From an optimization exercise on the open Yosys and OpenROAD flow, aimed at small area and a short achievable clock period; shortcuts taken in it are not production practice. Power and IR drop assume default switching activity.

==> build 84: inputs <==
## PE
module PE #(
  parameter integer PE_BUF_ADDR_WIDTH   = 5,
  parameter integer OP_WIDTH            = 16,
  parameter integer ACC_WIDTH           = 16,
  parameter         LAYER_NORM          = "NO"
)
(
  input  wire                                         clk,
  input  wire                                         reset,
  input  wire                                         mask,
  input  wire  [ 10+2*PE_BUF_ADDR_WIDTH -1 : 0 ]      ctrl,
  input  wire                                         src_2_sel,
  input  wire  [ OP_WIDTH             -1 : 0 ]        read_data_0,
  input  wire  [ OP_WIDTH             -1 : 0 ]        read_data_1,
  input  wire  [ OP_WIDTH             -1 : 0 ]        read_data_2,
  output wire  [ OP_WIDTH             -1 : 0 ]        lrn_center,
  output wire  [ OP_WIDTH             -1 : 0 ]        write_data,
  output wire  [ OP_WIDTH             -1 : 0 ]        pe_buffer_read_data,
  input  wire                                         pe_neuron_read_req,
  input  wire  [ OP_WIDTH             -1 : 0 ]        pe_neuron_write_data,
  input  wire                                         pe_neuron_write_req,
  input  wire  [ PE_BUF_ADDR_WIDTH    -1 : 0 ]        pe_neuron_write_addr,
  output wire                                         write_valid
);
==> module ram, before the edit <==
module ram
#(
  parameter integer DATA_WIDTH    = 16,
  parameter integer ADDR_WIDTH    = 5
)
(
  input  wire                         clk,
  input  wire                         reset,
  input  wire                         s_read_req,
  input  wire [ ADDR_WIDTH  -1 : 0 ]  s_read_addr,
  output reg  [ DATA_WIDTH  -1 : 0 ]  s_read_data,
  input  wire                         s_write_req,
  input  wire [ ADDR_WIDTH  -1 : 0 ]  s_write_addr,
  input  wire [ DATA_WIDTH  -1 : 0 ]  s_write_data
);
  reg  [ DATA_WIDTH -1 : 0 ] mem [ 0 : (1<<ADDR_WIDTH)-1 ];
  reg  [ DATA_WIDTH -1 : 0 ] rd_data;
  reg                        rd_v;
  reg  [ DATA_WIDTH -1 : 0 ] rd_mux;
  integer k;
  always @(*) begin
    rd_mux = {DATA_WIDTH{1'b0}};
    for (k = 0; k < (1<<ADDR_WIDTH); k = k + 1)
      rd_mux = rd_mux | (mem[k] & {DATA_WIDTH{s_read_addr == k}});
  end
  always @(posedge clk) begin
    rd_v    <= s_read_req && !reset;
    rd_data <= rd_mux;
  end
  always @(posedge clk)
    if (s_write_req && !reset)
      mem[s_write_addr] <= s_write_data;
  always @(posedge clk)
    if (reset)
      s_read_data <= 0;
    else if (rd_v)
      s_read_data <= rd_data;
endmodule
==> module fifo, before the edit <==
module fifo
#(
    parameter   DATA_WIDTH          = 16,
    parameter   ADDR_WIDTH          = 4,
    parameter   RAM_DEPTH           = (1 << ADDR_WIDTH)
)(
    input  wire                         clk,
    input  wire                         reset,
    input  wire                         push,
    input  wire                         pop,
    input  wire [ DATA_WIDTH -1 : 0 ]   data_in,
    output reg  [ DATA_WIDTH -1 : 0 ]   data_out
);
reg     [ADDR_WIDTH-1:0]        wr_pointer;
reg     [ADDR_WIDTH-1:0]        rd_pointer;
reg     [ADDR_WIDTH  :0]        fifo_count;
reg     [DATA_WIDTH-1:0]        mem[0:RAM_DEPTH-1];
wire empty = (fifo_count == 0);
wire full  = (fifo_count == RAM_DEPTH);
wire do_push = push && !full;
wire do_pop  = pop && !empty;
always @ (posedge clk)
begin
  if (reset)
    fifo_count <= 0;
  else if (do_push && !do_pop)
    fifo_count <= fifo_count + 1;
  else if (do_pop && !do_push)
    fifo_count <= fifo_count - 1;
end
always @ (posedge clk)
begin
  if (reset)
    wr_pointer <= 0;
  else if (do_push)
    wr_pointer <= wr_pointer + 1;
end
always @ (posedge clk)
begin
  if (reset)
    rd_pointer <= 0;
  else if (do_pop)
    rd_pointer <= rd_pointer + 1;
end
always @ (posedge clk)
  if (do_push)
    mem[wr_pointer] <= data_in;
reg [DATA_WIDTH-1:0] rd_mux;
integer k;
always @(*) begin
  rd_mux = {DATA_WIDTH{1'b0}};
  for (k = 0; k < RAM_DEPTH; k = k + 1)
    rd_mux = rd_mux | (mem[k] & {DATA_WIDTH{rd_pointer == k}});
end
always @ (posedge clk)
  if (do_pop)
    data_out <= rd_mux;
endmodule
Settings: LEC_CHECK=0, ABC_CLOCK_PERIOD_IN_PS=2800, CAP_MARGIN=20, CORE_MARGIN=2, CORE_UTILIZATION=60, SETUP_SLACK_MARGIN=3.9, SLEW_MARGIN=20; clock period 6.5 ns.
standard.sh (not shown) runs the stock make flow with config.mk's settings and CLKGATE_MAP_FILE= SYNTH_SCRIPT=/design/flow/synth_recipe.tcl, a recipe that flattens the netlist after the stock synthesis.
==> flow/flow/run.sh <==
#!/bin/bash
set -e
export BUFFER_PORTS_ARGS="-buffer_cell sky130_fd_sc_hd__buf_1"
export CTS_ARGS="-sink_clustering_enable -repair_clock_nets -sink_clustering_size 28 -sink_clustering_max_diameter 80 -dont_use_dummy_load"
bash standard.sh > standard.log 2>&1
==> trial 81: changes against build 84 <==
--- a/flow/design.v
+++ b/flow/design.v
@@ -758,6 +758,19 @@
 );
   reg  [ DATA_WIDTH -1 : 0 ] mem [ 0 : (1<<ADDR_WIDTH)-1 ];
-  reg  [ DATA_WIDTH -1 : 0 ] rd_data;
-  reg                        rd_v;
+  reg  [ ADDR_WIDTH -1 : 0 ] rd_addr;
+  reg  [ ADDR_WIDTH -1 : 0 ] wr_addr;
+  reg  [ DATA_WIDTH -1 : 0 ] wr_data;
+  reg                        rd_addr_v;
+  reg                        wr_addr_v;
+  always @(posedge clk) begin
+    rd_addr_v <= s_read_req && !reset;
+    wr_addr_v <= s_write_req && !reset;
+    rd_addr   <= s_read_addr;
+    wr_addr   <= s_write_addr;
+    wr_data   <= s_write_data;
+  end
+  always @(posedge clk)
+    if (wr_addr_v)
+      mem[wr_addr] <= wr_data;
   reg  [ DATA_WIDTH -1 : 0 ] rd_mux;
   integer k;
@@ -765,18 +778,11 @@
     rd_mux = {DATA_WIDTH{1'b0}};
     for (k = 0; k < (1<<ADDR_WIDTH); k = k + 1)
-      rd_mux = rd_mux | (mem[k] & {DATA_WIDTH{s_read_addr == k}});
-  end
-  always @(posedge clk) begin
-    rd_v    <= s_read_req && !reset;
-    rd_data <= rd_mux;
+      rd_mux = rd_mux | (mem[k] & {DATA_WIDTH{rd_addr == k}});
   end
   always @(posedge clk)
-    if (s_write_req && !reset)
-      mem[s_write_addr] <= s_write_data;
-  always @(posedge clk)
     if (reset)
       s_read_data <= 0;
-    else if (rd_v)
-      s_read_data <= rd_data;
+    else if (rd_addr_v)
+      s_read_data <= rd_mux;
 endmodule
 `timescale 1ns/1ps
@@ -794,10 +800,9 @@
     output reg  [ DATA_WIDTH -1 : 0 ]   data_out
 );
-reg     [ADDR_WIDTH-1:0]        wr_pointer;
-reg     [ADDR_WIDTH-1:0]        rd_pointer;
-reg     [ADDR_WIDTH  :0]        fifo_count;
+reg     [ADDR_WIDTH  :0]        wr_pointer;
+reg     [ADDR_WIDTH  :0]        rd_pointer;
 reg     [DATA_WIDTH-1:0]        mem[0:RAM_DEPTH-1];
-wire empty = (fifo_count == 0);
-wire full  = (fifo_count == RAM_DEPTH);
+wire empty = (wr_pointer == rd_pointer);
+wire full  = (wr_pointer == {~rd_pointer[ADDR_WIDTH], rd_pointer[ADDR_WIDTH-1:0]});
 wire do_push = push && !full;
 wire do_pop  = pop && !empty;
@@ -805,13 +810,4 @@
 begin
   if (reset)
-    fifo_count <= 0;
-  else if (do_push && !do_pop)
-    fifo_count <= fifo_count + 1;
-  else if (do_pop && !do_push)
-    fifo_count <= fifo_count - 1;
-end
-always @ (posedge clk)
-begin
-  if (reset)
     wr_pointer <= 0;
   else if (do_push)
@@ -827,5 +823,5 @@
 always @ (posedge clk)
   if (do_push)
-    mem[wr_pointer] <= data_in;
+    mem[wr_pointer[ADDR_WIDTH-1:0]] <= data_in;
 reg [DATA_WIDTH-1:0] rd_mux;
 integer k;
@@ -833,5 +829,5 @@
   rd_mux = {DATA_WIDTH{1'b0}};
   for (k = 0; k < RAM_DEPTH; k = k + 1)
-    rd_mux = rd_mux | (mem[k] & {DATA_WIDTH{rd_pointer == k}});
+    rd_mux = rd_mux | (mem[k] & {DATA_WIDTH{rd_pointer[ADDR_WIDTH-1:0] == k}});
 end
 always @ (posedge clk)
==> flow/run.sh (new file) <==
#!/bin/bash
# synth_recipe.tcl (not shown) runs the flow's synth.tcl, then flattens the netlist and writes it again
# the make line also repeats each setting of config.mk as NAME=value (left out here)
make -C /OpenROAD-flow-scripts/flow DESIGN_CONFIG=/design/flow/config.mk WORK_HOME=/design/flow/orfs CLKGATE_MAP_FILE= SYNTH_SCRIPT=/design/flow/synth_recipe.tcl finish
--- a/flow/config.mk
+++ b/flow/config.mk
@@ -10,4 +10,6 @@
 export CORE_MARGIN = 2
 export CORE_UTILIZATION = 60
+export CTS_CLUSTER_DIAMETER = 80
+export CTS_CLUSTER_SIZE = 28
 export SETUP_SLACK_MARGIN = 3.9
 export SLEW_MARGIN = 20
removed: flow/flow/run.sh
removed: flow/standard.sh
==> trial 19: changes against build 84 <==
==> flow/run.sh (new file) <==
#!/bin/bash
# synth_recipe.tcl (not shown) runs the flow's synth.tcl, then flattens the netlist and writes it again
# the make line also repeats each setting of config.mk as NAME=value (left out here)
make -C /OpenROAD-flow-scripts/flow DESIGN_CONFIG=/design/flow/config.mk WORK_HOME=/design/flow/orfs CLKGATE_MAP_FILE= SYNTH_SCRIPT=/design/flow/synth_recipe.tcl finish
--- a/flow/config.mk
+++ b/flow/config.mk
@@ -10,4 +10,6 @@
 export CORE_MARGIN = 2
 export CORE_UTILIZATION = 60
+export CTS_CLUSTER_DIAMETER = 80
+export CTS_CLUSTER_SIZE = 28
 export SETUP_SLACK_MARGIN = 3.9
 export SLEW_MARGIN = 20
removed: flow/flow/run.sh
removed: flow/standard.sh
==> summary of the runs <==
Flip-flop and latch count is the same in build 84 and trial 19. Count of clock-buffer cells in the layout, lowest first: build 84, trial 81, trial 19. Of build 84 and trial 81, trial 81 has the higher fmax (gap 3.9%, measured against trial 81). Clock power: build 84 < trial 19 < trial 81. The highest utilization belongs to trial 19, the lowest to trial 81. Against build 84, the power of trial 81 is smaller by about 0.8%. The highest sequential share of layout area belongs to trial 81, the lowest to trial 19. Against trial 81, the cell count of trial 19 is higher by 3.6%. Against trial 81, the via count of trial 19 is larger by 4.9%. The lowest global-route usage belongs to trial 81, the highest to trial 19.
Function was not checked in any run of this note: the RTL went through the layout flow alone.

## what the ideal ports hide
No port has a modelled driver above. Below, the same layouts with a new extraction and two added sets of constraints. Step 1 sets driving cells, clkbuf_16 on the clock port and buf_2 on the other inputs (assumed; they add their load-dependent delay and slew). Step 2 moves the port delays by t, midway between the first and last clock arrival at a register: inputs arrive t later, outputs are due t later. That takes back most of the time a late clock gives input paths. Three values: ideal, step 1, step 2; two values: the first two.
run | t (ns) | slack for setup (ns) | hold WS [ns] | worst setup path after step 2 | worst register clock-pin slew, ns
build 84 | 0.673 | 3.795 / 3.795 / 3.229 | 0.335 / 0.335 / 0.335 | input to register | 0.11 / 0.11
trial 81 | 0.700 | 3.900 / 3.851 / 3.275 | 0.334 / 0.334 / 0.334 | input to register | 0.11 / 0.11
trial 19 | 0.693 | 3.786 / 3.786 / 3.260 | 0.321 / 0.321 / 0.321 | input to register | 0.11 / 0.11
After both steps every run listed still meets setup and hold. The setup slack of trial 81, which loses most, moves by -0.049 ns with the drivers and by -0.625 ns with both steps.
